From an optimization exercise on the open Yosys and OpenROAD flow, aimed at small area, a short achievable clock period and few clock cycles; shortcuts taken in it are not production practice.
Power figures rest on the tool's default switching activity, not on a simulated workload.

==> run A <==
// matriscarpici
module matriscarpici #(parameter M=8)(
    input clk,
    input rst,
    input [M-1:0] matris_veri,
    input matris_gecerli,
    output reg [2*M+1:0] carpim_veri,
    output reg carpim_gecerli
    );
    reg [M-1:0] a_zincir [7:0];    
    reg [M-1:0] b_reg;             
    reg         b_gecerli;         
    reg [4:0]   sayac;             
    reg [2*M+1:0] r0a;             
    reg [2*M+1:0] r1a, r1b;        
    wire al = matris_gecerli && !sayac[4];
    wire k0 = (sayac == 5'd9) || (sayac == 5'd10);
    wire k3 = (sayac == 5'd15) || (sayac == 5'd16);
    wire j1 = !sayac[0];
    wire kaydir = (al && !sayac[3]) || (b_gecerli && j1);
    wire [2*M+1:0] mac0 = (k0 ? {(2*M+2){1'b0}} : r0a) + a_zincir[0] * b_reg;
    wire [2*M+1:0] mac1 = (k0 ? {(2*M+2){1'b0}} : r1a) + a_zincir[4] * b_reg;
    wire kuyruk1 = (sayac == 5'd17);
    wire kuyruk2 = (sayac == 5'd18);
    integer i;
    always @(posedge clk) begin
        b_reg <= matris_veri;
        if (kaydir) begin
            for (i = 0; i < 7; i = i + 1) a_zincir[i] <= a_zincir[i+1];
            a_zincir[7] <= matris_veri;
        end
        if (b_gecerli) begin
            carpim_veri <= mac0;
            r0a <= carpim_veri;
            r1b <= mac1;
            r1a <= r1b;
        end else if (kuyruk1) begin
            carpim_veri <= r1a;
            r1a <= r1b;
  ...
make LEC_CHECK=0 ABC_CLOCK_PERIOD_IN_PS=2000 CAP_MARGIN=20 CORE_MARGIN=2 CORE_UTILIZATION=40 PLACE_DENSITY=0.6 SETUP_SLACK_MARGIN=5 SLEW_MARGIN=20 finish   # period 9.0 ns
run.sh (not shown) runs the stock make flow with config.mk's settings and CLKGATE_MAP_FILE= SYNTH_SCRIPT=/design/flow/synth_recipe.tcl, a recipe that flattens the netlist after the stock synthesis.
==> run M (differences from run A) <==
--- a/flow/config.mk
+++ b/flow/config.mk
@@ -5,10 +5,8 @@
 export SDC_FILE = /design/flow/constraint.sdc
 export NUM_CORES = 4
 export LEC_CHECK = 0
-export ABC_CLOCK_PERIOD_IN_PS = 2000
 export CAP_MARGIN = 20
 export CORE_MARGIN = 2
 export CORE_UTILIZATION = 40
 export PLACE_DENSITY = 0.6
-export SETUP_SLACK_MARGIN = 5
 export SLEW_MARGIN = 20
==> summary of the runs <==
- In synthesized cell count, run A and run M do not differ.
- Of run M and run A, run A has the higher critical path depth (gap 4).
- In run A the combinational power is higher than in run M, by 33%.
- Die area is the same in run A and run M.
- In sequential power, run M and run A hardly differ.
- Register-to-register slack: run A is better than run M (0.51 ns).
- Final cell count: run M is smaller than run A (about 2%).
- In run M the non-clock buffer count is lower than in run A, by 25.
- Against run M, the via count of run A is higher by about 5%.
Function was not checked in any run of this note: the RTL went through the layout flow alone.

---

==> build 59: inputs <==
==> flow/design.v <==
`timescale 1ns / 1ps
module matriscarpici #(parameter M=8)(
    input clk,
    input rst,
    input [M-1:0] matris_veri,
    input matris_gecerli,
    output reg [2*M+1:0] carpim_veri,
    output reg carpim_gecerli
    );
    localparam [17:0] BASLA = 18'd88064;    
    reg [7:0]   a_zincir [7:0];    
    reg [4:0]   sayac;             
    reg [3:0]   b_one, b_two, b_neg;    
    reg         b_b7;
    reg         p_v, p_k3, p_j1, p_t1, p_t2;
    reg [17:0]  r0a, r1a, r1b;
    wire al   = matris_gecerli && !sayac[4];
    wire al_b = al && sayac[3];
    wire [9:0] bb = {1'b0, matris_veri, 1'b0};
    wire [3:0] e_one, e_two, e_neg;
    genvar g;
    generate for (g = 0; g < 4; g = g + 1) begin : enc
        assign e_one[g] = bb[2*g+1] ^ bb[2*g];
        assign e_two[g] = (bb[2*g+2] & ~bb[2*g+1] & ~bb[2*g]) | (~bb[2*g+2] & bb[2*g+1] & bb[2*g]);
        assign e_neg[g] = bb[2*g+2];
    end endgenerate
    wire [3:0] nn = {4{p_v}} & ~b_neg;
    reg q_c, q_p, q_t, q_h0, q_h1;
    wire [17:0] acc0 = ({18{q_c}} & BASLA) | ({18{q_p}} & r0a) | ({18{q_t}} & r1a) | ({18{q_h0}} & carpim_veri);
    wire [17:0] acc1 = ({18{q_c}} & BASLA) | ({18{q_p}} & r1a) | ({18{q_h1}} & r1b);
    wire [17:0] mac0, mac1;
    matriscarpici_mac u0 (.a(a_zincir[0]), .one(b_one), .two(b_two), .neg(b_neg), .nn(nn),
                          .b7(b_b7), .acc(acc0), .y(mac0));
    matriscarpici_mac u1 (.a(a_zincir[4]), .one(b_one), .two(b_two), .neg(b_neg), .nn(nn),
                          .b7(b_b7), .acc(acc1), .y(mac1));
    wire kaydir = (al && !sayac[3]) || (p_v && p_j1);
    integer i;
    always @(posedge clk) begin
        if (kaydir) begin
            for (i = 0; i < 7; i = i + 1) a_zincir[i] <= a_zincir[i+1];
            a_zincir[7] <= matris_veri;
        end
        carpim_veri <= mac0;
        r1b <= mac1;
        if (p_v) r0a <= carpim_veri;
        if (p_v || p_t1) r1a <= r1b;
        if (rst) begin
            sayac <= 5'd0;
            b_one <= 4'd0; b_two <= 4'd0; b_neg <= 4'd0; b_b7 <= 1'b0;
            p_v <= 1'b0; p_k3 <= 1'b0; p_j1 <= 1'b0;
            p_t1 <= 1'b0; p_t2 <= 1'b0;
            q_c <= 1'b0; q_p <= 1'b0; q_t <= 1'b0; q_h0 <= 1'b0; q_h1 <= 1'b0;
            carpim_gecerli <= 1'b0;
        end else begin
            b_one <= al_b ? e_one : 4'd0;
            b_two <= al_b ? e_two : 4'd0;
            b_neg <= al_b ? e_neg : 4'd0;
            b_b7  <= al_b & matris_veri[7];
            p_v  <= al_b;
            p_k3 <= al_b && (sayac[2:1] == 2'd3);
            p_j1 <= al_b && sayac[0];
            p_t1 <= (sayac == 5'd16);
            p_t2 <= (sayac == 5'd17);
            q_c  <= al_b && (sayac[2:1] == 2'd0);
            q_p  <= al_b && (sayac[2:1] != 2'd0);
            q_t  <= (sayac == 5'd16) || (sayac == 5'd17);
            q_h0 <= !al_b && !((sayac == 5'd16) || (sayac == 5'd17));
            q_h1 <= !al_b;
            carpim_gecerli <= (p_v && p_k3) || p_t1 || p_t2;
            if (sayac == 5'd18)
                sayac <= 5'd0;
            else if (sayac[4] || al)
                sayac <= sayac + 5'd1;
        end
    end
endmodule
module matriscarpici_mac (
    input  [7:0] a,
    input  [3:0] one, two, neg, nn,
    input        b7,
    input  [17:0] acc,
    output [17:0] y
);
    wire x0_0 = ((one[0] & a[0])) ^ neg[0];
    wire x0_1 = ((one[0] & a[1]) | (two[0] & a[0])) ^ neg[0];
    wire x0_2 = ((one[0] & a[2]) | (two[0] & a[1])) ^ neg[0];
    wire x0_3 = ((one[0] & a[3]) | (two[0] & a[2])) ^ neg[0];
    wire x0_4 = ((one[0] & a[4]) | (two[0] & a[3])) ^ neg[0];
    wire x0_5 = ((one[0] & a[5]) | (two[0] & a[4])) ^ neg[0];
    wire x0_6 = ((one[0] & a[6]) | (two[0] & a[5])) ^ neg[0];
    wire x0_7 = ((one[0] & a[7]) | (two[0] & a[6])) ^ neg[0];
    wire x0_8 = ((two[0] & a[7])) ^ neg[0];
    wire x1_0 = ((one[1] & a[0])) ^ neg[1];
    wire x1_1 = ((one[1] & a[1]) | (two[1] & a[0])) ^ neg[1];
    wire x1_2 = ((one[1] & a[2]) | (two[1] & a[1])) ^ neg[1];
    wire x1_3 = ((one[1] & a[3]) | (two[1] & a[2])) ^ neg[1];
    wire x1_4 = ((one[1] & a[4]) | (two[1] & a[3])) ^ neg[1];
    wire x1_5 = ((one[1] & a[5]) | (two[1] & a[4])) ^ neg[1];
    wire x1_6 = ((one[1] & a[6]) | (two[1] & a[5])) ^ neg[1];
    wire x1_7 = ((one[1] & a[7]) | (two[1] & a[6])) ^ neg[1];
    wire x1_8 = ((two[1] & a[7])) ^ neg[1];
    wire x2_0 = ((one[2] & a[0])) ^ neg[2];
    wire x2_1 = ((one[2] & a[1]) | (two[2] & a[0])) ^ neg[2];
    wire x2_2 = ((one[2] & a[2]) | (two[2] & a[1])) ^ neg[2];
    wire x2_3 = ((one[2] & a[3]) | (two[2] & a[2])) ^ neg[2];
    wire x2_4 = ((one[2] & a[4]) | (two[2] & a[3])) ^ neg[2];
    wire x2_5 = ((one[2] & a[5]) | (two[2] & a[4])) ^ neg[2];
    wire x2_6 = ((one[2] & a[6]) | (two[2] & a[5])) ^ neg[2];
    wire x2_7 = ((one[2] & a[7]) | (two[2] & a[6])) ^ neg[2];
    wire x2_8 = ((two[2] & a[7])) ^ neg[2];
    wire x3_0 = ((one[3] & a[0])) ^ neg[3];
    wire x3_1 = ((one[3] & a[1]) | (two[3] & a[0])) ^ neg[3];
    wire x3_2 = ((one[3] & a[2]) | (two[3] & a[1])) ^ neg[3];
    wire x3_3 = ((one[3] & a[3]) | (two[3] & a[2])) ^ neg[3];
    wire x3_4 = ((one[3] & a[4]) | (two[3] & a[3])) ^ neg[3];
    wire x3_5 = ((one[3] & a[5]) | (two[3] & a[4])) ^ neg[3];
    wire x3_6 = ((one[3] & a[6]) | (two[3] & a[5])) ^ neg[3];
    wire x3_7 = ((one[3] & a[7]) | (two[3] & a[6])) ^ neg[3];
    wire x3_8 = ((two[3] & a[7])) ^ neg[3];
    wire y_0 = b7 & a[0];
    wire y_1 = b7 & a[1];
    wire y_2 = b7 & a[2];
    wire y_3 = b7 & a[3];
    wire y_4 = b7 & a[4];
    wire y_5 = b7 & a[5];
    wire y_6 = b7 & a[6];
    wire y_7 = b7 & a[7];
    wire t1 = neg[2] ^ x0_4;
    wire t2 = neg[2] & x0_4;
    wire t3 = x0_5 ^ x1_3;
    wire t4 = x0_5 & x1_3;
    wire t5 = neg[3] ^ x0_6 ^ x1_4;
    wire t6 = (neg[3] & x0_6) | (neg[3] & x1_4) | (x0_6 & x1_4);
    wire t7 = x2_2 ^ x3_0;
    wire t8 = x2_2 & x3_0;
    wire t9 = x0_7 ^ x1_5 ^ x2_3;
    wire t10 = (x0_7 & x1_5) | (x0_7 & x2_3) | (x1_5 & x2_3);
    wire t11 = x3_1 ^ acc[7];
    wire t12 = x3_1 & acc[7];
    wire t13 = y_0 ^ x0_8 ^ x1_6;
    wire t14 = (y_0 & x0_8) | (y_0 & x1_6) | (x0_8 & x1_6);
    wire t15 = x2_4 ^ x3_2 ^ acc[8];
    wire t16 = (x2_4 & x3_2) | (x2_4 & acc[8]) | (x3_2 & acc[8]);
    wire t17 = nn[0] ^ y_1 ^ x1_7;
    wire t18 = (nn[0] & y_1) | (nn[0] & x1_7) | (y_1 & x1_7);
    wire t19 = x2_5 ^ x3_3 ^ acc[9];
    wire t20 = (x2_5 & x3_3) | (x2_5 & acc[9]) | (x3_3 & acc[9]);
    wire t21 = y_2 ^ x1_8 ^ x2_6;
    wire t22 = (y_2 & x1_8) | (y_2 & x2_6) | (x1_8 & x2_6);
    wire t23 = x3_4 ^ acc[10];
    wire t24 = x3_4 & acc[10];
    wire t25 = nn[1] ^ y_3 ^ x2_7;
    wire t26 = (nn[1] & y_3) | (nn[1] & x2_7) | (y_3 & x2_7);
    wire t27 = x3_5 ^ acc[11];
    wire t28 = x3_5 & acc[11];
    wire t29 = y_4 ^ x2_8 ^ x3_6;
    wire t30 = (y_4 & x2_8) | (y_4 & x3_6) | (x2_8 & x3_6);
    wire t31 = nn[2] ^ y_5;
    wire t32 = nn[2] & y_5;
    wire t33 = neg[1] ^ x0_2;
    wire t34 = neg[1] & x0_2;
    wire t35 = x0_3 ^ x1_1;
    wire t36 = x0_3 & x1_1;
    wire t37 = x1_2 ^ x2_0 ^ t1;
    wire t38 = (x1_2 & x2_0) | (x1_2 & t1) | (x2_0 & t1);
    wire t39 = x2_1 ^ t2 ^ t3;
    wire t40 = (x2_1 & t2) | (x2_1 & t3) | (t2 & t3);
    wire t41 = t4 ^ t7 ^ t5;
    wire t42 = (t4 & t7) | (t4 & t5) | (t7 & t5);
    wire t43 = t8 ^ t6 ^ t9;
    wire t44 = (t8 & t6) | (t8 & t9) | (t6 & t9);
    wire t45 = t10 ^ t13 ^ t12;
    wire t46 = (t10 & t13) | (t10 & t12) | (t13 & t12);
    wire t47 = t14 ^ t17 ^ t16;
    wire t48 = (t14 & t17) | (t14 & t16) | (t17 & t16);
    wire t49 = t18 ^ t21 ^ t23;
    wire t50 = (t18 & t21) | (t18 & t23) | (t21 & t23);
    wire t51 = t22 ^ t25 ^ t24;
    wire t52 = (t22 & t25) | (t22 & t24) | (t25 & t24);
    wire t53 = t26 ^ t29 ^ acc[12];
    wire t54 = (t26 & t29) | (t26 & acc[12]) | (t29 & acc[12]);
    wire t55 = x3_7 ^ t31 ^ t30;
    wire t56 = (x3_7 & t31) | (x3_7 & t30) | (t31 & t30);
    wire t57 = y_6 ^ t32 ^ x3_8;
    wire t58 = (y_6 & t32) | (y_6 & x3_8) | (t32 & x3_8);
    wire t59 = nn[3] ^ y_7;
    wire t60 = nn[3] & y_7;
    wire t61 = neg[0] ^ x0_0;
    wire t62 = neg[0] & x0_0;
    wire t63 = x0_1 ^ acc[1];
    wire t64 = x0_1 & acc[1];
    wire t65 = x1_0 ^ t33 ^ acc[2];
    wire t66 = (x1_0 & t33) | (x1_0 & acc[2]) | (t33 & acc[2]);
    wire t67 = t34 ^ t35 ^ acc[3];
    wire t68 = (t34 & t35) | (t34 & acc[3]) | (t35 & acc[3]);
    wire t69 = t36 ^ acc[4] ^ t37;
    wire t70 = (t36 & acc[4]) | (t36 & t37) | (acc[4] & t37);
    wire t71 = acc[5] ^ t38 ^ t39;
    wire t72 = (acc[5] & t38) | (acc[5] & t39) | (t38 & t39);
    wire t73 = acc[6] ^ t40 ^ t41;
    wire t74 = (acc[6] & t40) | (acc[6] & t41) | (t40 & t41);
    wire t75 = t11 ^ t42 ^ t43;
    wire t76 = (t11 & t42) | (t11 & t43) | (t42 & t43);
    wire t77 = t44 ^ t15 ^ t45;
    wire t78 = (t44 & t15) | (t44 & t45) | (t15 & t45);
    wire t79 = t19 ^ t46 ^ t47;
    wire t80 = (t19 & t46) | (t19 & t47) | (t46 & t47);
    wire t81 = t20 ^ t49 ^ t48;
    wire t82 = (t20 & t49) | (t20 & t48) | (t49 & t48);
    wire t83 = t27 ^ t50 ^ t51;
    wire t84 = (t27 & t50) | (t27 & t51) | (t50 & t51);
    wire t85 = t28 ^ t53 ^ t52;
    wire t86 = (t28 & t53) | (t28 & t52) | (t53 & t52);
    wire t87 = acc[13] ^ t54 ^ t55;
    wire t88 = (acc[13] & t54) | (acc[13] & t55) | (t54 & t55);
    wire t89 = t57 ^ acc[14] ^ t56;
    wire t90 = (t57 & acc[14]) | (t57 & t56) | (acc[14] & t56);
    wire t91 = t59 ^ t58 ^ acc[15];
    wire t92 = (t59 & t58) | (t59 & acc[15]) | (t58 & acc[15]);
    wire t93 = t60 ^ acc[16];
    wire t94 = t60 & acc[16];
    wire [17:0] ra = {t94, t92, t90, t88, t86, t84, t82, t80, t78, t76, t74, t72, t70, t68, t66, t64, t62, t61};
    wire [17:0] rb = {acc[17], t93, t91, t89, t87, t85, t83, t81, t79, t77, t75, t73, t71, t69, t67, t65, t63, acc[0]};
    assign y = ra + rb;
endmodule
==> flow/run.sh <==
#!/bin/bash
# synth_recipe.tcl (not shown) runs the flow's synth.tcl, then flattens the netlist and writes it again
# the make line also repeats each setting of config.mk as NAME=value (left out here)
make -C /OpenROAD-flow-scripts/flow DESIGN_CONFIG=/design/flow/config.mk WORK_HOME=/design/flow/orfs CLKGATE_MAP_FILE= SYNTH_SCRIPT=/design/flow/synth_recipe.tcl finish
==> flow/config.mk <==
export PLATFORM = sky130hd
export DESIGN_NAME = matriscarpici
export DESIGN_NICKNAME = matriscarpici
export VERILOG_FILES = /design/flow/design.v
export SDC_FILE = /design/flow/constraint.sdc
export NUM_CORES = 4
export LEC_CHECK = 0
export ABC_CLOCK_PERIOD_IN_PS = 2000
export CAP_MARGIN = 20
export CORE_MARGIN = 2
export CORE_UTILIZATION = 40
export PLACE_DENSITY = 0.6
export SETUP_SLACK_MARGIN = 5
export SLEW_MARGIN = 20
==> flow/constraint.sdc <==
create_clock -name core_clock -period 9.0 [get_ports {clk}]
set_input_delay 1.8000 -clock core_clock [delete_from_list [all_inputs] [get_ports {clk}]]
set_output_delay 1.8000 -clock core_clock [all_outputs]
set_load 0.01 [all_outputs]
==> inputs of build 17, as changes to build 59 <==
ABC_CLOCK_PERIOD_IN_PS = default   (was 2000)
SETUP_SLACK_MARGIN = default   (was 5)
==> key figures <==
Run status
  – Status: complete, no violations

STA
  – Setup ws final: between 4 and 5 ns
  – Unrepaired setup endpoints after global routing: false

Power and ir drop
  – Combinational power share: 1.6%
  – Power Density: 140 nW/um^2
  – Net Switching: 391 uW

Critical path
  – Worst path arrival time: approximately 5.1 ns
  – Critical path depth in cells: 14
  – Cells along the critical path: a22oi_1 > xnor2_1 > fa_1 > inv_1 > fa_1 > fa_1 > inv_1 > ha_1 > a211oi_1 > o211ai_1 > a41oi_2 > o21bai_1 > a21o_1 > xor2_1
  – Critical Path RT: ~9.3 ns
  – R2R Setup Slk: approximately 4.3 ns
  – Terminus of the critical flop-to-flop path: carpim_veri[12]$_DFF_P_

Clock tree
  – CTS-repair resized insts: 0

Global routing
  – Grt met3 use: 3.23%

Finish
  – Final Core Density: 45.2%
  – Post-Layout Cell Count: around 1,200

Place
  – GPL Wtd Cong: about 0.86
the above is filed under build 17

==> key figures <==
Run status
  – Status: complete, no violations

Clock tree
  – CTS-repair resized insts: 44

STA
  – Setup ws final: around 5 ns

Critical path
  – Critical Path RT: 9.36 ns
  – Terminus of the critical flop-to-flop path: carpim_veri[17]$_DFF_P_
  – Cells along the critical path: buf_4 > buf_4 > a22oi_2 > xor2_1 > fa_1 > fa_1 > inv_1 > fa_1 > ha_4 > a21oi_4 > o221ai_2 > a21o_1 > a221o_1 > a31oi_1 > xnor2_1

Power and ir drop
  – Power Density: roughly 130 nW/um^2
  – Net Switching: 407 uW

Global routing
  – Grt met3 use: between 3 and 4%

Finish
  – Final Core Density: between 40% and 50%
the above is filed under build 59

No functional check of the RTL was part of any run of this note.

## afterwards: timing with drivers on the ports
How much do the figures lean on ideal ports? The routed layouts below were timed once more, with nothing changed but the port constraints.
Step 1 assumes that a clkbuf_16 drives the clock port and a buf_2 every other input.
Step 2 times the ports against the registers' clock, not the clock port: input delays grow and output delays shrink by t, the midpoint of the rising clock arrivals with the driver on.
Slacks: ideal ports / drivers / drivers and shift; pairs: ideal ports / drivers.
run | shift t [ns] | setup slack, ns | worst register clock-pin slew, ns | worst slew at a driven data input, ns
run A | 0.468 | 4.063 / 4.063 / 4.063 | 0.07 / 0.07 | 0.03
run M | 0.473 | 3.551 / 3.551 / 3.551 | 0.07 / 0.07 | 0.03
build 59 | 0.473 | 4.982 / 4.982 / 4.982 | 0.09 / 0.09 | 0.03
build 17 | 0.477 | 4.264 / 4.264 / 4.264 | 0.08 / 0.08 | 0.03
After both steps setup and hold are still met in every run listed.
